Source: an optimization exercise on an open RTL-to-GDS flow (aim: small area, a short achievable clock period and few clock cycles). Production flows keep margins and buffers that such runs may drop. Where RTL was checked, it was by simulation tests only, not by an equivalence proof against the original. Only the layout flow was run in run 1; the RTL was not checked for function there.

`standard.sh`:
```
#!/bin/bash
# synth_recipe.tcl (not shown) runs the flow's synth.tcl, then flattens the netlist and writes it again
# the make line also repeats each setting of config.mk as NAME=value (left out here)
make -C /OpenROAD-flow-scripts/flow DESIGN_CONFIG=/design/flow/config.mk WORK_HOME=/design/flow/orfs CLKGATE_MAP_FILE= SYNTH_SCRIPT=/design/flow/synth_recipe.tcl "${@:-finish}"
```
`config.mk`:
```
export PLATFORM = sky130hd
export DESIGN_NAME = a2_add_b2
export DESIGN_NICKNAME = a2_add_b2
export VERILOG_FILES = /design/flow/design.v
export SDC_FILE = /design/flow/constraint.sdc
export NUM_CORES = 4
export LEC_CHECK = 0
export ABC_AREA = 1
export CAP_MARGIN = 20
export CORE_MARGIN = 2
export CORE_UTILIZATION = 40
export PLACE_DENSITY = 0.6
export SLEW_MARGIN = 20
```
`flow/run.sh`:
```
#!/bin/bash
# The standard layout flow (standard.sh), with two changes:
#  - synthesis leaves adders as plain gates for ABC instead of mapping them
#    to the library's full- and half-adder cells (ADDER_MAP_FILE empty);
#  - the port buffers that placement inserts on every input and output are
#    sky130_fd_sc_hd__buf_2 cells.
# Registers, constraints and every other step are the standard ones.
set -o pipefail
bash standard.sh ADDER_MAP_FILE= "BUFFER_PORTS_ARGS=-buffer_cell sky130_fd_sc_hd__buf_2" finish > standard.log 2>&1
```
`design.v`:
```
module sqtab(input [7:0] h, output reg [3:0] q, output reg [4:0] r);
always @(*) begin
	case (h)
	8'd0: begin q = 4'd0; r = 5'd0; end
	8'd1: begin q = 4'd1; r = 5'd0; end
	8'd2: begin q = 4'd1; r = 5'd1; end
	8'd3: begin q = 4'd1; r = 5'd2; end
	8'd4: begin q = 4'd2; r = 5'd0; end
	8'd5: begin q = 4'd2; r = 5'd1; end
	8'd6: begin q = 4'd2; r = 5'd2; end
	8'd7: begin q = 4'd2; r = 5'd3; end
	8'd8: begin q = 4'd2; r = 5'd4; end
	8'd9: begin q = 4'd3; r = 5'd0; end
	8'd10: begin q = 4'd3; r = 5'd1; end
	8'd11: begin q = 4'd3; r = 5'd2; end
	8'd12: begin q = 4'd3; r = 5'd3; end
	8'd13: begin q = 4'd3; r = 5'd4; end
	8'd14: begin q = 4'd3; r = 5'd5; end
	8'd15: begin q = 4'd3; r = 5'd6; end
	8'd16: begin q = 4'd4; r = 5'd0; end
	8'd17: begin q = 4'd4; r = 5'd1; end
	8'd18: begin q = 4'd4; r = 5'd2; end
	8'd19: begin q = 4'd4; r = 5'd3; end
	8'd20: begin q = 4'd4; r = 5'd4; end
	8'd21: begin q = 4'd4; r = 5'd5; end
	8'd22: begin q = 4'd4; r = 5'd6; end
	8'd23: begin q = 4'd4; r = 5'd7; end
	8'd24: begin q = 4'd4; r = 5'd8; end
	8'd25: begin q = 4'd5; r = 5'd0; end
	8'd26: begin q = 4'd5; r = 5'd1; end
	8'd27: begin q = 4'd5; r = 5'd2; end
	8'd28: begin q = 4'd5; r = 5'd3; end
	8'd29: begin q = 4'd5; r = 5'd4; end
	8'd30: begin q = 4'd5; r = 5'd5; end
	8'd31: begin q = 4'd5; r = 5'd6; end
	8'd32: begin q = 4'd5; r = 5'd7; end
	8'd33: begin q = 4'd5; r = 5'd8; end
	8'd34: begin q = 4'd5; r = 5'd9; end
	8'd35: begin q = 4'd5; r = 5'd10; end
	8'd36: begin q = 4'd6; r = 5'd0; end
	8'd37: begin q = 4'd6; r = 5'd1; end
	8'd38: begin q = 4'd6; r = 5'd2; end
	8'd39: begin q = 4'd6; r = 5'd3; end
	8'd40: begin q = 4'd6; r = 5'd4; end
	8'd41: begin q = 4'd6; r = 5'd5; end
	8'd42: begin q = 4'd6; r = 5'd6; end
	8'd43: begin q = 4'd6; r = 5'd7; end
	8'd44: begin q = 4'd6; r = 5'd8; end
	8'd45: begin q = 4'd6; r = 5'd9; end
	8'd46: begin q = 4'd6; r = 5'd10; end
	8'd47: begin q = 4'd6; r = 5'd11; end
	8'd48: begin q = 4'd6; r = 5'd12; end
	8'd49: begin q = 4'd7; r = 5'd0; end
	8'd50: begin q = 4'd7; r = 5'd1; end
	8'd51: begin q = 4'd7; r = 5'd2; end
	8'd52: begin q = 4'd7; r = 5'd3; end
	8'd53: begin q = 4'd7; r = 5'd4; end
	8'd54: begin q = 4'd7; r = 5'd5; end
	8'd55: begin q = 4'd7; r = 5'd6; end
	8'd56: begin q = 4'd7; r = 5'd7; end
	8'd57: begin q = 4'd7; r = 5'd8; end
	8'd58: begin q = 4'd7; r = 5'd9; end
	8'd59: begin q = 4'd7; r = 5'd10; end
	8'd60: begin q = 4'd7; r = 5'd11; end
	8'd61: begin q = 4'd7; r = 5'd12; end
	8'd62: begin q = 4'd7; r = 5'd13; end
	8'd63: begin q = 4'd7; r = 5'd14; end
	8'd64: begin q = 4'd8; r = 5'd0; end
	8'd65: begin q = 4'd8; r = 5'd1; end
	8'd66: begin q = 4'd8; r = 5'd2; end
	8'd67: begin q = 4'd8; r = 5'd3; end
	8'd68: begin q = 4'd8; r = 5'd4; end
	8'd69: begin q = 4'd8; r = 5'd5; end
	8'd70: begin q = 4'd8; r = 5'd6; end
	8'd71: begin q = 4'd8; r = 5'd7; end
	8'd72: begin q = 4'd8; r = 5'd8; end
	8'd73: begin q = 4'd8; r = 5'd9; end
	8'd74: begin q = 4'd8; r = 5'd10; end
	8'd75: begin q = 4'd8; r = 5'd11; end
	8'd76: begin q = 4'd8; r = 5'd12; end
	8'd77: begin q = 4'd8; r = 5'd13; end
	8'd78: begin q = 4'd8; r = 5'd14; end
	8'd79: begin q = 4'd8; r = 5'd15; end
	8'd80: begin q = 4'd8; r = 5'd16; end
	8'd81: begin q = 4'd9; r = 5'd0; end
	8'd82: begin q = 4'd9; r = 5'd1; end
	8'd83: begin q = 4'd9; r = 5'd2; end
	8'd84: begin q = 4'd9; r = 5'd3; end
	8'd85: begin q = 4'd9; r = 5'd4; end
	8'd86: begin q = 4'd9; r = 5'd5; end
	8'd87: begin q = 4'd9; r = 5'd6; end
	8'd88: begin q = 4'd9; r = 5'd7; end
	8'd89: begin q = 4'd9; r = 5'd8; end
	8'd90: begin q = 4'd9; r = 5'd9; end
	8'd91: begin q = 4'd9; r = 5'd10; end
	8'd92: begin q = 4'd9; r = 5'd11; end
	8'd93: begin q = 4'd9; r = 5'd12; end
	8'd94: begin q = 4'd9; r = 5'd13; end
	8'd95: begin q = 4'd9; r = 5'd14; end
	8'd96: begin q = 4'd9; r = 5'd15; end
	8'd97: begin q = 4'd9; r = 5'd16; end
	8'd98: begin q = 4'd9; r = 5'd17; end
	8'd99: begin q = 4'd9; r = 5'd18; end
	8'd100: begin q = 4'd10; r = 5'd0; end
	8'd101: begin q = 4'd10; r = 5'd1; end
	8'd102: begin q = 4'd10; r = 5'd2; end
	8'd103: begin q = 4'd10; r = 5'd3; end
	8'd104: begin q = 4'd10; r = 5'd4; end
	8'd105: begin q = 4'd10; r = 5'd5; end
	8'd106: begin q = 4'd10; r = 5'd6; end
	8'd107: begin q = 4'd10; r = 5'd7; end
	8'd108: begin q = 4'd10; r = 5'd8; end
	8'd109: begin q = 4'd10; r = 5'd9; end
	8'd110: begin q = 4'd10; r = 5'd10; end
	8'd111: begin q = 4'd10; r = 5'd11; end
	8'd112: begin q = 4'd10; r = 5'd12; end
	8'd113: begin q = 4'd10; r = 5'd13; end
	8'd114: begin q = 4'd10; r = 5'd14; end
	8'd115: begin q = 4'd10; r = 5'd15; end
	8'd116: begin q = 4'd10; r = 5'd16; end
	8'd117: begin q = 4'd10; r = 5'd17; end
	8'd118: begin q = 4'd10; r = 5'd18; end
	8'd119: begin q = 4'd10; r = 5'd19; end
	8'd120: begin q = 4'd10; r = 5'd20; end
	8'd121: begin q = 4'd11; r = 5'd0; end
	8'd122: begin q = 4'd11; r = 5'd1; end
	8'd123: begin q = 4'd11; r = 5'd2; end
	8'd124: begin q = 4'd11; r = 5'd3; end
	8'd125: begin q = 4'd11; r = 5'd4; end
	8'd126: begin q = 4'd11; r = 5'd5; end
	8'd127: begin q = 4'd11; r = 5'd6; end
	8'd128: begin q = 4'd11; r = 5'd7; end
	default: begin q = 4'bx; r = 5'bx; end
	endcase
end
endmodule
module sumsq(input [7:0] a, input [7:0] b, output [15:0] s);
	wire n1, n2;
	assign {n2, n1} = (a[1] & a[6]) + (a[2] & a[5]) + (a[3] & a[4]);
	wire n3, n4;
	assign {n4, n3} = a[4] + (a[7] & ~a[0]);
	wire n5, n6;
	assign {n6, n5} = (a[0] & a[5]) + (a[1] & a[4]) + (a[2] & a[3]);
	wire n7, n8;
	assign {n8, n7} = (a[0] & a[6]) + (a[1] & a[5]);
	wire n9, n10;
	assign {n10, n9} = a[7] + (b[1] & b[6]) + (b[2] & b[5]);
	wire n11, n12;
	assign {n12, n11} = (b[3] & b[4]) + b[4] + (b[7] & ~b[0]);
	wire n13, n14;
	assign {n14, n13} = (a[2] & a[6]) + (a[3] & a[5]) + (a[7] & ~a[1]);
	wire n15, n16;
	assign {n16, n15} = (b[2] & b[6]) + (b[3] & b[5]) + (b[7] & ~b[1]);
	wire n17, n18;
	assign {n18, n17} = (a[3] & a[6]) + (a[4] & a[5]) + a[5];
	wire n19, n20;
	assign {n20, n19} = (a[7] & ~a[2]) + (b[3] & b[6]) + (b[4] & b[5]);
	wire n21, n22;
	assign {n22, n21} = (a[0] & a[3]) + (a[1] & a[2]) + a[2];
	wire n23, n24;
	assign {n24, n23} = (a[0] & a[4]) + (a[1] & a[3]);
	wire n25, n26;
	assign {n26, n25} = a[3] + (b[0] & b[5]) + (b[1] & b[4]);
	wire n27, n28;
	assign {n28, n27} = (b[2] & b[3]) + b[3];
	wire n29, n30;
	assign {n30, n29} = (a[2] & a[4]) + (b[0] & b[6]) + (b[1] & b[5]);
	wire n31, n32;
	assign {n32, n31} = (b[2] & b[4]) + n6 + n7;
	wire n33, n34;
	assign {n34, n33} = b[7] + n1 + n3;
	wire n35, n36;
	assign {n36, n35} = n8 + n9 + n11;
	wire n37, n38;
	assign {n38, n37} = n2 + n4 + n10;
	wire n39, n40;
	assign {n40, n39} = n12 + n13 + n15;
	wire n41, n42;
	assign {n42, n41} = b[5] + (b[7] & ~b[2]) + n14;
	wire n43, n44;
	assign {n44, n43} = n16 + n17 + n19;
	wire n45, n46;
	assign {n46, n45} = (a[4] & a[6]) + (a[7] & ~a[3]) + (b[4] & b[6]);
	wire n47, n48;
	assign {n48, n47} = (b[7] & ~b[3]) + n18 + n20;
	wire n49, n50;
	assign {n50, n49} = (a[5] & a[6]) + a[6] + (a[7] & ~a[4]);
	wire n51, n52;
	assign {n52, n51} = (b[5] & b[6]) + b[6] + (b[7] & ~b[4]);
	wire n53, n54;
	assign {n54, n53} = (a[0] & a[1]) + a[1];
	wire n55, n56;
	assign {n56, n55} = (b[0] & b[3]) + (b[1] & b[2]);
	wire n57, n58;
	assign {n58, n57} = (b[0] & b[4]) + (b[1] & b[3]) + n22;
	wire n59, n60;
	assign {n60, n59} = n5 + n24 + n25;
	wire n61, n62;
	assign {n62, n61} = n26 + n28 + n29;
	wire n63, n64;
	assign {n64, n63} = n30 + n32 + n33;
	wire n65, n66;
	assign {n66, n65} = n34 + n36 + n37;
	wire n67, n68;
	assign {n68, n67} = n38 + n40 + n41;
	wire n69, n70;
	assign {n70, n69} = n42 + n44 + n45;
	wire n71, n72;
	assign {n72, n71} = n46 + n48 + n49;
	wire n73, n74;
	assign {n74, n73} = (a[7] & ~a[5]) + (b[7] & ~b[5]) + n50;
	wire n75, n76;
	assign {n76, n75} = (a[7] & ~a[6]) + a[7] + (b[7] & ~b[6]);
	wire n77, n78;
	assign {n78, n77} = (b[0] & b[1]) + b[1];
	wire n79, n80;
	assign {n80, n79} = (a[0] & a[2]) + (b[0] & b[2]) + n54;
	wire n81, n82;
	assign {n82, n81} = b[2] + n21 + n55;
	wire n83, n84;
	assign {n84, n83} = n23 + n56 + n57;
	wire n85, n86;
	assign {n86, n85} = n27 + n58 + n59;
	wire n87, n88;
	assign {n88, n87} = n31 + n60 + n61;
	wire n89, n90;
	assign {n90, n89} = n35 + n62 + n63;
	wire n91, n92;
	assign {n92, n91} = n39 + n64 + n65;
	wire n93, n94;
	assign {n94, n93} = n43 + n66 + n67;
	wire n95, n96;
	assign {n96, n95} = n47 + n68 + n69;
	wire n97, n98;
	assign {n98, n97} = n51 + n70 + n71;
	wire n99, n100;
	assign {n100, n99} = n52 + n72 + n73;
	wire n101, n102;
	assign {n102, n101} = b[7] + n74 + n75;
	wire n103, n104;
	assign {n104, n103} = a[7] + b[7] + n76;
	wire [15:0] r0 = {n102, n100, n98, n96, n94, n92, n90, n88, n86, n84, n82, n80, n78, n53, 1'b0, a[0]};
	wire [15:0] r1 = {n103, n101, n99, n97, n95, n93, n91, n89, n87, n85, n83, n81, n79, n77, 1'b0, b[0]};
	wire [15:0] g0 = r0 & r1, p0 = r0 ^ r1;
	wire bg1 = g0[1] | (p0[1] & g0[0]);
	wire bp1 = p0[1] & p0[0];
	wire bg2 = g0[3] | (p0[3] & g0[2]);
	wire bp2 = p0[3] & p0[2];
	wire bg3 = g0[5] | (p0[5] & g0[4]);
	wire bp3 = p0[5] & p0[4];
	wire bg4 = g0[7] | (p0[7] & g0[6]);
	wire bp4 = p0[7] & p0[6];
	wire bg5 = g0[9] | (p0[9] & g0[8]);
	wire bp5 = p0[9] & p0[8];
	wire bg6 = g0[11] | (p0[11] & g0[10]);
	wire bp6 = p0[11] & p0[10];
	wire bg7 = g0[13] | (p0[13] & g0[12]);
	wire bp7 = p0[13] & p0[12];
	wire bg8 = g0[15] | (p0[15] & g0[14]);
	wire bp8 = p0[15] & p0[14];
	wire bg9 = bg2 | (bp2 & bg1);
	wire bp9 = bp2 & bp1;
	wire bg10 = bg4 | (bp4 & bg3);
	wire bp10 = bp4 & bp3;
	wire bg11 = bg6 | (bp6 & bg5);
	wire bp11 = bp6 & bp5;
	wire bg12 = bg8 | (bp8 & bg7);
	wire bp12 = bp8 & bp7;
	wire bg13 = bg10 | (bp10 & bg9);
	wire bp13 = bp10 & bp9;
	wire bg14 = bg12 | (bp12 & bg11);
	wire bp14 = bp12 & bp11;
	wire bg15 = bg14 | (bp14 & bg13);
	wire bp15 = bp14 & bp13;
	wire bg16 = bg11 | (bp11 & bg13);
	wire bp16 = bp11 & bp13;
	wire bg17 = bg3 | (bp3 & bg9);
	wire bp17 = bp3 & bp9;
	wire bg18 = bg5 | (bp5 & bg13);
	wire bp18 = bp5 & bp13;
	wire bg19 = bg7 | (bp7 & bg16);
	wire bp19 = bp7 & bp16;
	wire bg20 = g0[2] | (p0[2] & bg1);
	wire bp20 = p0[2] & bp1;
	wire bg21 = g0[4] | (p0[4] & bg9);
	wire bp21 = p0[4] & bp9;
	wire bg22 = g0[6] | (p0[6] & bg17);
	wire bp22 = p0[6] & bp17;
	wire bg23 = g0[8] | (p0[8] & bg13);
	wire bp23 = p0[8] & bp13;
	wire bg24 = g0[10] | (p0[10] & bg18);
	wire bp24 = p0[10] & bp18;
	wire bg25 = g0[12] | (p0[12] & bg16);
	wire bp25 = p0[12] & bp16;
	wire bg26 = g0[14] | (p0[14] & bg19);
	wire bp26 = p0[14] & bp19;
	wire [15:0] c = {bg26, bg19, bg25, bg16, bg24, bg18, bg23, bg13, bg22, bg17, bg21, bg9, bg20, bg1, g0[0], 1'b0};
	assign s = p0 ^ c;
endmodule
module sq2 #(parameter J = 4) (
	input  [J-1+(J==0):0] q,
	input  [J:0]   r,
	input  [1:0]   s2,
	output [J:0]   qn,
	output [J+1:0] rn
);
	wire [J+2:0] rr = {r, s2};
	wire [J+3:0] d;
	generate if (J == 0) begin : first
		assign d = {1'b0, rr} - 4'b0001;
		assign qn = ~d[J+3];
	end else begin : next
		assign d = {1'b0, rr} - {q, 2'b01};
		assign qn = {q, ~d[J+3]};
	end endgenerate
	assign rn = d[J+3] ? rr[J+1:0] : d[J+1:0];
endmodule
module sq4 #(parameter J = 4) (
	input  [J-1:0] q,
	input  [J:0]   r,
	input  [3:0]   s4,
	output [J+1:0] qn,
	output [J+2:0] rn
);
	wire [J+4:0] rr = {r, s4};
	wire [J+5:0] d1 = {1'b0, rr} - {q, 3'b001};
	wire [J+5:0] d2 = {1'b0, rr} - {q, 4'b0100};
	wire [J+5:0] d3 = {1'b0, rr} - {q, 4'b0000} - {q, 3'b000} - 9;
	wire g1 = ~d1[J+5];
	wire g2 = ~d2[J+5];
	wire g3 = ~d3[J+5];
	assign qn = {q, g2, g3 | (g1 & ~g2)};
	assign rn = g3 ? d3[J+2:0] : g2 ? d2[J+2:0] : g1 ? d1[J+2:0] : rr[J+2:0];
endmodule
module a2_add_b2(
	input 				clk 	,
	input 				rst_n	,
	input 		[7:0]	a		,
	input 		[7:0]	b		,
	input 				i_vld	,
	output				o_vld	,
	output		[7:0]	sqrt	,
	output		[15:0]  remain
);
	wire [15:0] s_in;
	sumsq u_sumsq (.a(a), .b(b), .s(s_in));
	wire [3:0] q4;
	wire [4:0] r4;
	sqtab u_tab (.h(s_in[15:8]), .q(q4), .r(r4));
	reg vld_r;
	reg [3:0] q_r;
	reg [4:0] r_r;
	reg [7:0] s_r;
	always @(posedge clk) begin
		q_r <= q4;
		r_r <= r4;
		s_r <= s_in[7:0];
	end
	always @(posedge clk or negedge rst_n) begin
		if (~rst_n) vld_r <= 1'b0;
		else        vld_r <= i_vld;
	end
	wire [3:0] p4 = q_r;
	wire [4:0] t4 = r_r;
	wire [5:0] p6;
	wire [6:0] t6;
	sq4 #(.J(4)) u_t4 (.q(p4), .r(t4), .s4(s_r[7:4]), .qn(p6), .rn(t6));
	wire [7:0] p8;
	wire [8:0] t8;
	sq4 #(.J(6)) u_t6 (.q(p6), .r(t6), .s4(s_r[3:0]), .qn(p8), .rn(t8));
	assign o_vld  = vld_r;
	assign sqrt   = p8;
	assign remain = {7'd0, t8[8:0]};
endmodule
```
`constraint.sdc`:
```
create_clock -name core_clock -period 6.5 [get_ports {clk}]
set_input_delay 1.3000 -clock core_clock [delete_from_list [all_inputs] [get_ports {clk}]]
set_output_delay 1.3000 -clock core_clock [all_outputs]
set_load 0.01 [all_outputs]
```
==> impl_metrics.toml, run 1 <==
[status]
status = "complete, no violations"

[detailed_routing]
drtAntennaViolNets = 0
via_count = 7135
wire_per_inst_um = 11.1
avgViaCountPerCell = 4.93
drtIter0Drc = 363
finalWirelength_mm = 16.1
dr.pass1.iters = 5
drc = 0

[synth]
synth_cell_types = 53
yosys.area_share.simple_pct = 62.8
avgSynthCellArea_um2 = 5.12
syn_inst = 1229
ys_ff_latch = 18
synthMuxAreaShare_pct = 0
synth_compound_area_share_pct = 11.9
yosys.area_share.xor_xnor_pct = 3.90
async_flop_share_pct = 5.56
synth.yosys.seq_area_share_pct = 5.81
synth-edff-count = 0
yosysWarningCount = 2
synth_top_area_share_pct = 28.1
netlist_area_um2 = 6290
synthFlopType = "dfxtp_1"
yosys.area_share.adder_pct = 0
synth.area.top_cells = "nand2_1 (28%), nand3_1 (11%), inv_1 (8.0%), dfxtp_1 (5.4%), nand2_2 (5.1%)"
synth_top_family_by_area = "simple AND/OR/NAND/NOR gates"
synth.largest_area_cell = "nand2_1"

[clock_tree]
htree_levels = 1
clk_path_buf_depth = 2
cts.sinks = 18
cts_hold_buf = 0
clk_pin_slew_worst_paths_ns = 0.05
cts-root-buf = "clkbuf_16"
post-cts-setup-buffers = 0
cts_buffers = 3
cts-resized-gates = 0
cts_tree = "yes"

[global_routing]
first_global_vias = 6461
grtUsageTotal_pct = 19.9
grt_max_degree = 17
antenna_found_initial = 0
grt_pass1_wl_mm = 28.4
overflow = 0

[final_layout]
diodes = 0
final_common_cell = "nand2_1"
area_growth_pct = 3.82
nNetsFinal = 1257
drive_above_1_share_pct = 16.4
fin_cells = 1448
final_cell_mix = "nand2_1 (471), nand3_1 (140), inv_1 (134), nor2_1 (83), nand2_2 (51)"

[sta]
setup_tns_ns = 0
max_freq_ghz = 0.182
slew-limit-headroom_pct = 63.3
post-route-period-util_pct = 84.6
finalHoldViolations = 0
slew_viol_final = 0
setup_viol = 0
rsz0062_at_grt = "no"
tightestPinTransition_ns = 0.549
period_minus_slack_ns = 5.50

[worst_hold_path]
hp-class = "in -> async"

[floorplan]
design.core.area_um2 = 15300
dieHeight_um = 129
rows = 45
ios = 44
initial_utilization_pct = 41.1
die-width_um = 129
dieArea_um2 = 16700

[worst_setup_path]
critPathKind = "reg -> out"
arrival_ns = 4.20
path_max_fanout = 15
cp-end-kind = "primary output"
cp-startpoint = "q_r[0]$_SDFF_PP1_"
required_ns = 5.20
cp-start-kind = "register"
endpoint = "remain[7]"

[place]
portBuffers = 36
placed_cells = 1444
dp.final_hpwl_mm = 13.6
gp_congestion = 0.912

[flow_run]
maxCapViolCount = 0
-- critical path, cell delays in order (launching register included) --
cell,delay (ns)
dfxtp_1,0.66
inv_4,0.09
nor2_1,0.17
o21bai_2,0.10
inv_2,0.07
nor2_2,0.03
nor2_1,0.17
nand2_1,0.07
nand3_1,0.06
and2_1,0.47
inv_2,0.24
nand2_1,0.11
o31ai_1,0.09
o21ai_1,0.32
inv_1,0.10
nand3_1,0.09
nand2_1,0.08
nand3_2,0.11
nor2_1,0.06
a21oi_2,0.25
nand2_2,0.14
nor2_8,0.16
nand3_1,0.11
nand2_1,0.07
buf_2,0.12
-- state kept, by name, summed over array words and instances (netlist names) --
register  count
q_r           4
s_r           8
vld_r         1
r_r           5
-- cell type report --
class,count,area [um^2]
sequential,18,365
timing repair buffer,36,180
inverter,173,661
fill,1726,8780
tap,211,264
clock buffer,4,88.8
multi-input combinational,1006,4970
-- per-stage QoR --
stage	utilization, %	setup slack [ns]	hold WS (ns)	cell area (um^2)
after CTS	42.7	1.00	0.810	6530
after floorplan	-	2.31	1.00	6310
final	42.7	1.00	0.808	6530
after global routing	42.7	0.542	0.809	6530
after detailed placement	42.1	1.26	1.08	6440
after global placement	42.1	1.29	1.07	6440
-- cell usage after synthesis (7+ instances only) --
master,count
a21oi_1,33
dfxtp_1,17
nand2_2,51
nand3_2,26
inv_2,32
nand2_1,471
xnor2_1,8
buf_2,8
nand3_1,140
buf_6,8
nand4_1,22
nor2_2,14
inv_1,134
o21ai_0,24
o21ai_1,28
nor2_1,83
xor2_1,20
buf_4,20
nor2_4,7
-- logic make-up (layout without fill, tap and decap cells) --
family | after synthesis | count (layout)
AO/OA/AOI/OAI | 125 | 125
XOR/XNOR | 28 | 28
buffers and inverters | 211 | 213
flip-flops | 18 | 18
other | 1 | 7
AND/OR/NAND/NOR | 846 | 846
-- worst min-delay path by stage --
stage,end,from,slack [ns],depth (start not counted)
after global routing,vld_r$_DFF_PN0_,rst_n,0.81,1
after CTS,vld_r$_DFF_PN0_,rst_n,0.81,1
after detailed placement,vld_r$_DFF_PN0_,rst_n,1.08,1
final,vld_r$_DFF_PN0_,rst_n,0.81,1
after global placement,vld_r$_DFF_PN0_,rst_n,1.07,1
after floorplan,vld_r$_DFF_PN0_,rst_n,1.00,0
-- per-layer routing --
metal | routed length (um) | global-route usage [%] | up-vias | share of wire (%)
met1 | 7750 | 26.2 | 3089 | 48
met3 | 734 | 1.82 | 14 | 4.5
met2 | 7490 | 35.9 | 132 | 46
li1 | - | - | 3900 | -
met4 | 167 | 3.48 | 0 | 1.0
met5 | 0 | 0 | - | 0
==> run 2: changes to the inputs <==
--- a/design.v
+++ b/design.v
@@ -363,10 +363,16 @@
 	wire [3:0] p4 = q_r;
 	wire [4:0] t4 = r_r;
+	wire [4:0] p5;
+	wire [5:0] t5;
+	sq2 #(.J(4)) u_t4 (.q(p4), .r(t4), .s2(s_r[7:6]), .qn(p5), .rn(t5));
 	wire [5:0] p6;
 	wire [6:0] t6;
-	sq4 #(.J(4)) u_t4 (.q(p4), .r(t4), .s4(s_r[7:4]), .qn(p6), .rn(t6));
+	sq2 #(.J(5)) u_t5 (.q(p5), .r(t5), .s2(s_r[5:4]), .qn(p6), .rn(t6));
+	wire [6:0] p7;
+	wire [7:0] t7;
+	sq2 #(.J(6)) u_t6 (.q(p6), .r(t6), .s2(s_r[3:2]), .qn(p7), .rn(t7));
 	wire [7:0] p8;
 	wire [8:0] t8;
-	sq4 #(.J(6)) u_t6 (.q(p6), .r(t6), .s4(s_r[3:0]), .qn(p8), .rn(t8));
+	sq2 #(.J(7)) u_t7 (.q(p7), .r(t7), .s2(s_r[1:0]), .qn(p8), .rn(t8));
 	assign o_vld  = vld_r;
 	assign sqrt   = p8;
--- a/config.mk
+++ b/config.mk
@@ -9,5 +9,5 @@
 export CAP_MARGIN = 20
 export CORE_MARGIN = 2
-export CORE_UTILIZATION = 40
-export PLACE_DENSITY = 0.6
+export CORE_UTILIZATION = 60
+export PLACE_DENSITY = 0.7
 export SLEW_MARGIN = 20
==> run 2 against run 1 <==
Largest cell class unchanged. Worst hold slack worse by 0.0030 ns. Non-clock buffer count unchanged. Critical path depth grew 6. Via count is 18% lower. Cell area decreased by 20%. Highest routed layer unchanged. Critical endpoint unchanged. Utilization is 21 points higher. Global-route usage is 8.3 points higher. Still clean on timing, DRC and antenna.
==> impl_metrics.toml, run 2 <==
[worst_setup_path]
crit_slowest_cell = "dfxtp_1"
max_stage_delay_ns = 0.56
required_ns = 5.20
arrival_ns = 4.59
path_delay_family = "simple AND/OR/NAND/NOR gates"
cp-start-kind = "register"
cp-end-kind = "primary output"
critPathBufInv = 5
cp_common_cell = "nand2_1"
path_max_fanout = 15
critPathKind = "reg -> out"

[synth]
async_flop_share_pct = 5.56
synth_top_area_share_pct = 31.1
synthFlopType = "dfxtp_1"
synth.largest_area_cell = "nand2_1"
avgSynthCellArea_um2 = 5.03
synthMostInstantiatedCell = "nand2_1"
ys_ff_latch = 18
synth-edff-count = 0
synth_common_cells = "nand2_1 (412), nand3_1 (142), inv_1 (129), nor2_1 (56), o21ai_0 (31)"
synth.yosys.seq_area_share_pct = 7.34
yosysWarningCount = 2
syn_inst = 989
netlist_area_um2 = 4980
synth_cell_types = 49
synth.area.top_cells = "nand2_1 (31%), nand3_1 (14%), inv_1 (9.7%), dfxtp_1 (6.8%), xor2_1 (4.4%)"

[sta]
rsz0062_at_grt = "no"
max_freq_ghz = 0.170
slew_viol_final = 0
whs_ns = 0.805
post-route-period-util_pct = 90.6
setup_viol = 0
period_minus_slack_ns = 5.89
finalHoldViolations = 0
setup_tns_ns = 0

[clock_tree]
clk_pin_slew_worst_paths_ns = 0.07
cts.sinks = 18
post-cts-setup-buffers = 0
clk_path_buf_depth = 2
cts-root-buf = "clkbuf_8"
htree_levels = 1
cts_buffers = 3
cts-resized-gates = 0
cts_hold_buf = 0
cts_tree = "yes"

[place]
dp.final_hpwl_mm = 10.1
gp_congestion = 0.919
portBuffers = 36

[detailed_routing]
drc = 0
finalWirelength_mm = 12.1
avgViaCountPerCell = 5.21
drtAntennaViolNets = 0
wire_per_inst_um = 10.8
dr.pass1.iters = 5
via_count = 5821
drtIter0Drc = 306

[floorplan]
design.core.area_um2 = 8130
ios = 44
die-width_um = 95.1
dieHeight_um = 95.1
rows = 33
dieArea_um2 = 9040
initial_utilization_pct = 61.2

[final_layout]
drive_above_1_share_pct = 9.88
largest_register = "s_r"
nNetsFinal = 1032
largest_register_ffs = 8
diodes = 0
final_cell_mix = "nand2_1 (412), nand3_1 (142), inv_1 (129), nor2_1 (56), buf_2 (36)"
reg_top3 = "s_r (8), r_r (5), q_r (4)"
area_growth_pct = 4.78
final_common_cell = "nand2_1"

[global_routing]
first_global_vias = 5128
grt_max_degree = 20
antenna_found_initial = 0
overflow = 0
grtUsageTotal_pct = 28.2
grt_pass1_wl_mm = 21.4

[flow_run]
maxCapViolCount = 0

[worst_hold_path]
hp-class = "in -> async"

[status]
status = "complete, no violations"
## run 2: kinds of logic (layout without fill, tap and decap cells)
kind of cell / Yosys count / in the layout / synth area share [%]
buf+inv: 164 / 181 / 13.7
other cells: 1 / 7 / 0.0753
compound gates: 90 / 90 / 11.8
simple gates: 680 / 680 / 60.8
flops: 18 / 18 / 7.34
xor+xnor: 36 / 36 / 6.33
## run 2: stage by stage
stage                     instance area (um^2)  util [%]  setup slack [ns]  std cells
after global routing                      5220      64.1             0.115       1117
after floorplan                           5000         -              1.71        995
after detailed placement                  5160      63.4             0.918       1113
after CTS                                 5220      64.1             0.630       1117
final                                     5220      64.1             0.608       1117
after global placement                    5160      63.4             0.935       1113
## run 2: layout make-up
| class | count | area, um^2 |
|---|---|---|
| well taps | 105 | 131 |
| flip-flops and latches | 18 | 365 |
| clock buffers | 4 | 55.1 |
| repair buffers | 36 | 180 |
| multi-input cells | 813 | 3950 |
| fillers | 881 | 2920 |
| inverters | 141 | 532 |
## run 2: routing by layer
metal / wire length (um) / global-route usage (%) / vias up
met5: 0 / 0 / -
met4: 110 / 4.47 / 0
met3: 508 / 1.90 / 8
met2: 5680 / 51.2 / 139
met1: 5770 / 37.0 / 2514
li1: - / - / 3160
## run 2: final timing paths
kind | depth (start not counted) | slack, ns | start | to
max in group asynchronous | 1 | 5.61 | rst_n | vld_r$_DFF_PN0_
min in group core_clock | 1 | 1.15 | i_vld | vld_r$_DFF_PN0_
min | 1 | 0.80 | rst_n | vld_r$_DFF_PN0_
max | 30 | 0.61 | q_r[2]$_SDFF_PP0_ | remain[7]
Testbench counts of run 2, summed over its fixed seeds: cycles 4,096.
==> run 3: changes to the inputs <==
--- a/config.mk
+++ b/config.mk
@@ -9,5 +9,5 @@
 export CAP_MARGIN = 20
 export CORE_MARGIN = 2
-export CORE_UTILIZATION = 60
-export PLACE_DENSITY = 0.7
+export CORE_UTILIZATION = 75
+export PLACE_DENSITY = 0.85
 export SLEW_MARGIN = 20
==> run 3 against run 2 <==
Still clean on timing, DRC and antenna. Worst hold slack is essentially flat. Global-route usage grew 5.9 points. Area after synthesis is the same. Critical path depth is the same. Sequential share of layout area is essentially flat. Routed wire length grew 0.24%. Via count grew 3.5%. Critical path type unchanged. Largest cell class unchanged. Highest routed layer unchanged.
==> impl_metrics.toml, run 3 <==
[status]
status = "complete, no violations"

[worst_setup_path]
crit_slowest_cell = "dfxtp_1"
cp_common_cell = "nand2_1"
critPathKind = "reg -> out"
path_max_fanout = 15
required_ns = 5.20
max_stage_delay_ns = 0.54
cp-end-kind = "primary output"
arrival_ns = 4.54
cp-start-kind = "register"

[synth]
synth_common_cells = "nand2_1 (412), nand3_1 (142), inv_1 (129), nor2_1 (56), o21ai_0 (31)"
yosysWarningCount = 2
synth.yosys.seq_area_share_pct = 7.34
async_flop_share_pct = 5.56
synth.area.top_cells = "nand2_1 (31%), nand3_1 (14%), inv_1 (9.7%), dfxtp_1 (6.8%), xor2_1 (4.4%)"
synth_cell_types = 49
netlist_area_um2 = 4980
syn_inst = 989
synthFlopType = "dfxtp_1"
ys_ff_latch = 18
synth-edff-count = 0
synth.largest_area_cell = "nand2_1"
synthMostInstantiatedCell = "nand2_1"
synth_top_area_share_pct = 31.1
avgSynthCellArea_um2 = 5.03

[final_layout]
utilization_pct = 81.1
final_cell_mix = "nand2_1 (412), nand3_1 (142), inv_1 (129), nor2_1 (56), buf_2 (36)"
drive_above_1_share_pct = 9.88
num-fill-cells = 543
nNetsFinal = 1032
largest_register_ffs = 8
diodes = 0
largest_register = "s_r"
final_common_cell = "nand2_1"
reg_top3 = "s_r (8), r_r (5), q_r (4)"
area_growth_pct = 4.07

[clock_tree]
clk_path_buf_depth = 2
clk_pin_slew_worst_paths_ns = 0.07
cts_hold_buf = 0
post-cts-setup-buffers = 0
htree_levels = 1
cts-root-buf = "clkbuf_8"
cts-resized-gates = 0
cts_tree = "yes"
cts.sinks = 18
cts_buffers = 3

[detailed_routing]
via_count = 6024
wire_per_inst_um = 11.1
avgViaCountPerCell = 5.53
finalWirelength_mm = 12.1
drtIter0Drc = 425
drc = 0
dr.pass1.iters = 5
drtAntennaViolNets = 0

[global_routing]
grt_pass1_wl_mm = 21.6
first_global_vias = 5324
grt_max_degree = 20
antenna_found_initial = 0
grt_busiest_layer = "met2"
grtUsageTotal_pct = 34.1
grtUsageMet3_pct = 3.02
grt_util_met2_pct = 62.1
use_met1_pct = 43.0
overflow = 0

[floorplan]
die-width_um = 85.5
ios = 44
rows = 29
dieHeight_um = 85.5
design.core.area_um2 = 6390
dieArea_um2 = 7300
initial_utilization_pct = 77.9

[sta]
setup_viol = 0
finalHoldViolations = 0
max_freq_ghz = 0.171
period_minus_slack_ns = 5.84
whs_ns = 0.804
rsz0062_at_grt = "no"
setup_tns_ns = 0
post-route-period-util_pct = 89.9
slew_viol_final = 0

[worst_hold_path]
hp-class = "in -> async"

[place]
portBuffers = 36
dp.final_hpwl_mm = 10.0
gp_congestion = 1.04

[flow_run]
maxCapViolCount = 0

[power]
run 3: cell counts after synthesis:
Identical to the previous run, type by type.
run 3: metrics by stage:
stage                     cell area [um^2]  setup WS [ns]  std cells
after floorplan                       5000           1.71        995
after global placement                5120           1.13       1085
after detailed placement              5120           1.02       1085
after CTS                             5180          0.718       1089
after global routing                  5180          0.264       1089
final                                 5180          0.658       1089
run 3: final timing paths:
check | start | end | slack [ns]
min in group core_clock | i_vld | vld_r$_DFF_PN0_ | 1.15
max in group asynchronous | rst_n | vld_r$_DFF_PN0_ | 5.61
max | q_r[2]$_SDFF_PP0_ | remain[7] | 0.66
min | rst_n | vld_r$_DFF_PN0_ | 0.80
run 3: area by class of cell:
| type | instances | area, um^2 | share of cell area, % |
|---|---|---|---|
| inverter | 141 | 532 | 10.3 |
| timing repair buffer | 36 | 180 | 3.48 |
| sequential | 18 | 365 | 7.05 |
| clock buffer | 4 | 55.1 | 1.06 |
| multi-input combinational | 813 | 3950 | 76.3 |
| tap | 77 | 96.3 | 1.86 |
run 3: worst max-delay path: cells and delay by family (launching register included):
| family | cells | cell delay (ns) |
|---|---|---|
| flops | 1 | 0.54 |
| buf+inv | 4 | 0.47 |
| simple gates | 23 | 2.53 |
| compound gates | 3 | 0.72 |
run 3: layer usage:
layer / vias to the layer above / part of all wire, %
met3: 18 / 6.7
met4: 0 / 1.4
met2: 207 / 48
met5: - / 0
met1: 2629 / 44
li1: 3170 / -
run 3: cell families after synthesis:
group	Yosys count	synth area share, %
other	1	0.0753
xor gates and xnor gates	36	6.33
buffers and inverters	164	13.7
and+or+nand+nor	680	60.8
AOI/OAI and AO/OA	90	11.8
DFF	18	7.34
==> run 4: changes to the inputs <==
--- a/config.mk
+++ b/config.mk
@@ -9,5 +9,5 @@
 export CAP_MARGIN = 20
 export CORE_MARGIN = 2
-export CORE_UTILIZATION = 75
-export PLACE_DENSITY = 0.85
+export CORE_UTILIZATION = 40
+export PLACE_DENSITY = 0.6
 export SLEW_MARGIN = 20
==> run 4 against run 3 <==
Critical path type unchanged. Maximum frequency up 0.87%. Still clean. Non-clock buffer count unchanged. Global-route usage down 14 points.
==> impl_metrics.toml, run 4 <==
[status]
status = "complete, no violations"

[sta]
worst_slack_ns = 0.709
setup_viol = 0
slew_viol_final = 0
whs_ns = 0.806
period_minus_slack_ns = 5.79
post-route-period-util_pct = 89.1
max_freq_ghz = 0.173
finalHoldViolations = 0
setup_tns_ns = 0
rsz0062_at_grt = "no"

[clock_tree]
cts_hold_buf = 0
cts_buffers = 3
cts.sinks = 18
cts_tree = "yes"
clk_path_buf_depth = 2
cts-resized-gates = 0
cts-root-buf = "clkbuf_16"
clk_pin_slew_worst_paths_ns = 0.06
post-cts-setup-buffers = 0
htree_levels = 1

[worst_setup_path]
arrival_ns = 4.49
cp-start-kind = "register"
path_max_fanout = 15
cp_common_cell = "nand2_1"
required_ns = 5.20
crit_slowest_cell = "dfxtp_1"
cp-end-kind = "primary output"
max_stage_delay_ns = 0.52
critPathKind = "reg -> out"

[flow_run]
maxCapViolCount = 0

[final_layout]
final_common_cell = "nand2_1"
largest_register_ffs = 8
diodes = 0
utilization_pct = 44.2
fin_cells = 1180
num-fill-cells = 1367
final_area_um2 = 5330
area_growth_pct = 7.04
nNetsFinal = 1032
final_cell_mix = "nand2_1 (412), nand3_1 (142), inv_1 (129), nor2_1 (56), buf_2 (36)"
largest_register = "s_r"
drive_above_1_share_pct = 9.88
reg_top3 = "s_r (8), r_r (5), q_r (4)"

[global_routing]
first_global_vias = 5133
grt_pass1_wl_mm = 22.5
overflow = 0
antenna_found_initial = 0
grtUsageTotal_pct = 19.7
grt_max_degree = 20

[synth]
yosys.area_share.simple_pct = 60.8
synth.yosys.seq_area_share_pct = 7.34
synthFlopType = "dfxtp_1"
synth_cell_types = 49
syn_inst = 989
async_flop_share_pct = 5.56
synth.area.top_cells = "nand2_1 (31%), nand3_1 (14%), inv_1 (9.7%), dfxtp_1 (6.8%), xor2_1 (4.4%)"
synthMuxAreaShare_pct = 0
netlist_area_um2 = 4980
synth_top_family_by_area = "simple AND/OR/NAND/NOR gates"
synth_compound_area_share_pct = 11.8
synth-edff-count = 0
synthMostInstantiatedCell = "nand2_1"
ys_ff_latch = 18
synth_common_cells = "nand2_1 (412), nand3_1 (142), inv_1 (129), nor2_1 (56), o21ai_0 (31)"
synth_top_area_share_pct = 31.1
yosys.area_share.adder_pct = 0
synth.largest_area_cell = "nand2_1"
yosysWarningCount = 2
yosys.area_share.xor_xnor_pct = 6.33
avgSynthCellArea_um2 = 5.03

[detailed_routing]
drc = 0
drtAntennaViolNets = 0
wire_per_inst_um = 10.7
drtIter0Drc = 385
via_count = 5883
finalWirelength_mm = 12.7
dr.pass1.iters = 7
avgViaCountPerCell = 4.99

[place]
dp.final_hpwl_mm = 10.7
placed_cells = 1176
portBuffers = 36
gp_congestion = 0.918
place_area_um2 = 5240
pre_cts_slack_ns = 0.997

[floorplan]
dieArea_um2 = 13400
ios = 44
rows = 40
die-width_um = 116
dieHeight_um = 116
design.core.area_um2 = 12100
initial_utilization_pct = 41.3

[worst_hold_path]
hp-class = "in -> async"
## run 4: cell counts after synthesis
Identical to the previous run, type by type.
## run 4: kinds of logic after synthesis
kind of cell	after synthesis
flops	18
xor+xnor	36
compound gates	90
simple gates	680
other cells	1
buf+inv	164
## run 4: worst max-delay path by stage
stage | start | endpoint | slack, ns | cells after the start
2_1_floorplan | q_r[2]$_SDFF_PP0_ | remain[6] | 1.71 | 29
3_3_place_gp | q_r[2]$_SDFF_PP0_ | remain[7] | 1.07 | 30
3_5_place_dp | q_r[2]$_SDFF_PP0_ | remain[8] | 1.0 | 30
4_1_cts | q_r[2]$_SDFF_PP0_ | remain[8] | 0.70 | 30
5_1_grt | q_r[1]$_SDFF_PP1_ | remain[8] | 0.16 | 32
6_report | q_r[1]$_SDFF_PP1_ | remain[8] | 0.71 | 30
## run 4: critical path, delay by kind of cell (launching register included)
kind	cells	cell delay (ns)
simple gates	22	2.51
compound gates	3	0.68
flops	1	0.52
buf+inv	5	0.50
## run 4: final cells by class
class / count / area [um^2] / share of cell area, %
multi-input cells: 813 / 3950 / 74.2
clock buffers: 4 / 88.8 / 1.67
repair buffers: 36 / 180 / 3.38
well taps: 168 / 210 / 3.95
flip-flops and latches: 18 / 365 / 6.86
inverters: 141 / 532 / 9.98
## run 4: metal layers
| metal | track usage [%] | wire length, um | part of all wire [%] |
|---|---|---|---|
| met3 | 1.20 | 644 | 5.1 |
| met1 | 27.0 | 6180 | 49 |
| met4 | 4.42 | 180 | 1.4 |
| met2 | 33.8 | 5670 | 45 |
| met5 | 0 | 0 | 0 |
==> run 5: changes to the inputs <==
--- a/design.v
+++ b/design.v
@@ -348,12 +348,15 @@
 	wire [4:0] r4;
 	sqtab u_tab (.h(s_in[15:8]), .q(q4), .r(r4));
+	wire [4:0] q5;
+	wire [5:0] r5;
+	sq2 #(.J(4)) u_s4 (.q(q4), .r(r4), .s2(s_in[7:6]), .qn(q5), .rn(r5));
 	reg vld_r;
-	reg [3:0] q_r;
-	reg [4:0] r_r;
-	reg [7:0] s_r;
+	reg [4:0] q_r;
+	reg [5:0] r_r;
+	reg [5:0] s_r;
 	always @(posedge clk) begin
-		q_r <= q4;
-		r_r <= r4;
-		s_r <= s_in[7:0];
+		q_r <= q5;
+		r_r <= r5;
+		s_r <= s_in[5:0];
 	end
 	always @(posedge clk or negedge rst_n) begin
@@ -361,9 +364,6 @@
 		else        vld_r <= i_vld;
 	end
-	wire [3:0] p4 = q_r;
-	wire [4:0] t4 = r_r;
-	wire [4:0] p5;
-	wire [5:0] t5;
-	sq2 #(.J(4)) u_t4 (.q(p4), .r(t4), .s2(s_r[7:6]), .qn(p5), .rn(t5));
+	wire [4:0] p5 = q_r;
+	wire [5:0] t5 = r_r;
 	wire [5:0] p6;
 	wire [6:0] t6;
==> run 5 against run 4 <==
Maximum frequency rose by 1.4%. Sequential cell count did not move. Highest routed layer unchanged. Die area fell by 0.85%. Sequential share of layout area rose by 0.15 points. Via count fell by 4.7%. Critical path type unchanged. Routed wire length fell by 7.2%. Worst setup slack improved by 0.079 ns. Global-route usage fell by 1.3 points. Critical path depth rose by 7. Still clean.
==> impl_metrics.toml, run 5 <==
[sta]
rsz0062_at_grt = "no"
post-route-period-util_pct = 87.9
setup_tns_ns = 0
max_freq_ghz = 0.175
period_minus_slack_ns = 5.71
slew_viol_final = 0
finalHoldViolations = 0
setup_viol = 0

[synth]
syn_inst = 974
synth_cell_types = 49
synth.largest_area_cell = "nand2_1"
synth_top_area_share_pct = 28.9
yosysWarningCount = 2
synth_common_cells = "nand2_1 (380), nand3_1 (128), inv_1 (118), nor2_1 (61), nand2_2 (36)"
async_flop_share_pct = 5.56
ys_ff_latch = 18
synth-edff-count = 0
netlist_area_um2 = 4930
synthFlopType = "dfxtp_1"
synthMostInstantiatedCell = "nand2_1"
avgSynthCellArea_um2 = 5.07
synth.area.top_cells = "nand2_1 (29%), nand3_1 (13%), inv_1 (9.0%), dfxtp_1 (6.9%), nor2_1 (4.6%)"
synth.yosys.seq_area_share_pct = 7.41

[final_layout]
reg_top3 = "r_r (6), s_r (6), q_r (5)"
diodes = 0
final_common_cell = "nand2_1"
fin_cells = 1140
num-fill-cells = 1390
final_cell_mix = "nand2_1 (379), nand3_1 (128), inv_1 (118), nor2_1 (61), nand2_2 (37)"
drive_above_1_share_pct = 14.5
nNetsFinal = 1013
area_growth_pct = 5.68

[detailed_routing]
finalWirelength_mm = 11.8
drc = 0
drtIter0Drc = 264
avgViaCountPerCell = 4.92
wire_per_inst_um = 10.3
dr.pass1.iters = 5
via_count = 5608
drtAntennaViolNets = 0

[place]
placed_cells = 1136
portBuffers = 36
gp_congestion = 0.862
dp.final_hpwl_mm = 9.86

[worst_hold_path]
hp-class = "in -> async"

[floorplan]
rows = 40
design.core.area_um2 = 12000
die-width_um = 115
dieArea_um2 = 13200
ios = 44
initial_utilization_pct = 41.1
dieHeight_um = 115

[global_routing]
use_met1_pct = 24.8
overflow = 0
first_global_vias = 5007
antenna_found_initial = 0
grtUsageMet3_pct = 0.843
grt_util_met2_pct = 32.7
grt_max_degree = 15
grt_pass1_wl_mm = 20.8
grtUsageTotal_pct = 18.3
grt_busiest_layer = "met2"

[clock_tree]
cts-resized-gates = 0
clk_pin_slew_worst_paths_ns = 0.05
post-cts-setup-buffers = 0
cts_hold_buf = 0
cts_tree = "yes"
clk_path_buf_depth = 2
cts-root-buf = "clkbuf_16"
cts_buffers = 3
htree_levels = 1
cts.sinks = 18

[flow_run]
maxCapViolCount = 0

[worst_setup_path]
max_stage_delay_ns = 0.33
arrival_ns = 4.41
cp_common_cell = "nand2_1"
cp-start-kind = "register"
path_max_fanout = 14
crit_slowest_cell = "dfxtp_1"
required_ns = 5.20
critPathKind = "reg -> out"
cp-end-kind = "primary output"

[status]
status = "complete, no violations"
run 5: cells by family after synthesis:
family / after synthesis / synth area share [%]
buf+inv: 168 / 14.8
simple gates: 665 / 61.0
flops: 18 / 7.41
compound gates: 93 / 11.3
other cells: 1 / 0.0760
xor+xnor: 29 / 5.45
run 5: final cells by class:
type	instances	area (um^2)	share of cell area, %
clock buffer	4	88.8	1.70
inverter	141	532	10.2
multi-input combinational	794	3860	74.1
sequential	18	365	7.01
tap	147	184	3.53
timing repair buffer	36	180	3.46
run 5: through the flow:
stage	util [%]	hold slack, ns	setup slack (ns)	cell area (um^2)
after floorplan	-	1.00	1.59	4960
after global placement	42.6	1.08	1.01	5120
after detailed placement	42.6	1.08	0.881	5120
after CTS	43.4	0.812	0.590	5210
after global routing	43.4	0.808	0.0712	5210
final	43.4	0.814	0.788	5210
run 5: final timing paths:
path | cells after the start | end | slack (ns) | start
max | 37 | remain[2] | 0.79 | q_r[0]$_DFF_P_
min | 1 | vld_r$_DFF_PN0_ | 0.81 | rst_n
max in group asynchronous | 1 | vld_r$_DFF_PN0_ | 5.60 | rst_n
min in group core_clock | 1 | vld_r$_DFF_PN0_ | 1.16 | i_vld
run 5: layer usage:
| metal | wire (um) | part of all wire (%) | up-vias |
|---|---|---|---|
| met5 | 0 | 0 | - |
| met4 | 140 | 1.2 | 0 |
| li1 | - | - | 3096 |
| met3 | 392 | 3.3 | 14 |
| met1 | 5980 | 51 | 2404 |
| met2 | 5250 | 45 | 94 |
run 5: worst max-delay path: cells and delay by family, from the launching register on:
kind	cells	cell delay [ns]
AOI/OAI and AO/OA	2	0.32
DFF	1	0.33
buffers and inverters	2	0.23
xor gates and xnor gates	2	0.34
and+or+nand+nor	31	2.95

## separate check: timing with driven ports
In the flow no input, the clock included, has a driving cell. The finished layouts below were timed again as built, in two steps.
Step 1 assumes that a clkbuf_16 drives the clock port and a buf_2 every other input.
Step 2 times the ports against the registers' clock, not the clock port: input delays grow and output delays shrink by t, the midpoint of the rising clock arrivals with the driver on.
Slacks: ideal / step 1 / step 2; pairs: ideal / step 1.
run	t, ns	slack for setup (ns)	worst setup path at the end	latest minus earliest clock arrival (ns)
run 1	0.283	1.000 / 0.967 / 1.250	register to output	0.003 / 0.002
run 2	0.280	0.608 / 0.578 / 0.858	register to output	0.003 / 0.003
run 3	0.280	0.658 / 0.630 / 0.910	register to output	0.002 / 0.002
run 4	0.286	0.709 / 0.675 / 0.961	register to output	0.004 / 0.004
run 5	0.280	0.788 / 0.756 / 1.036	register to output	0.000 / 0.001
After both steps setup and hold are still met in every run listed.
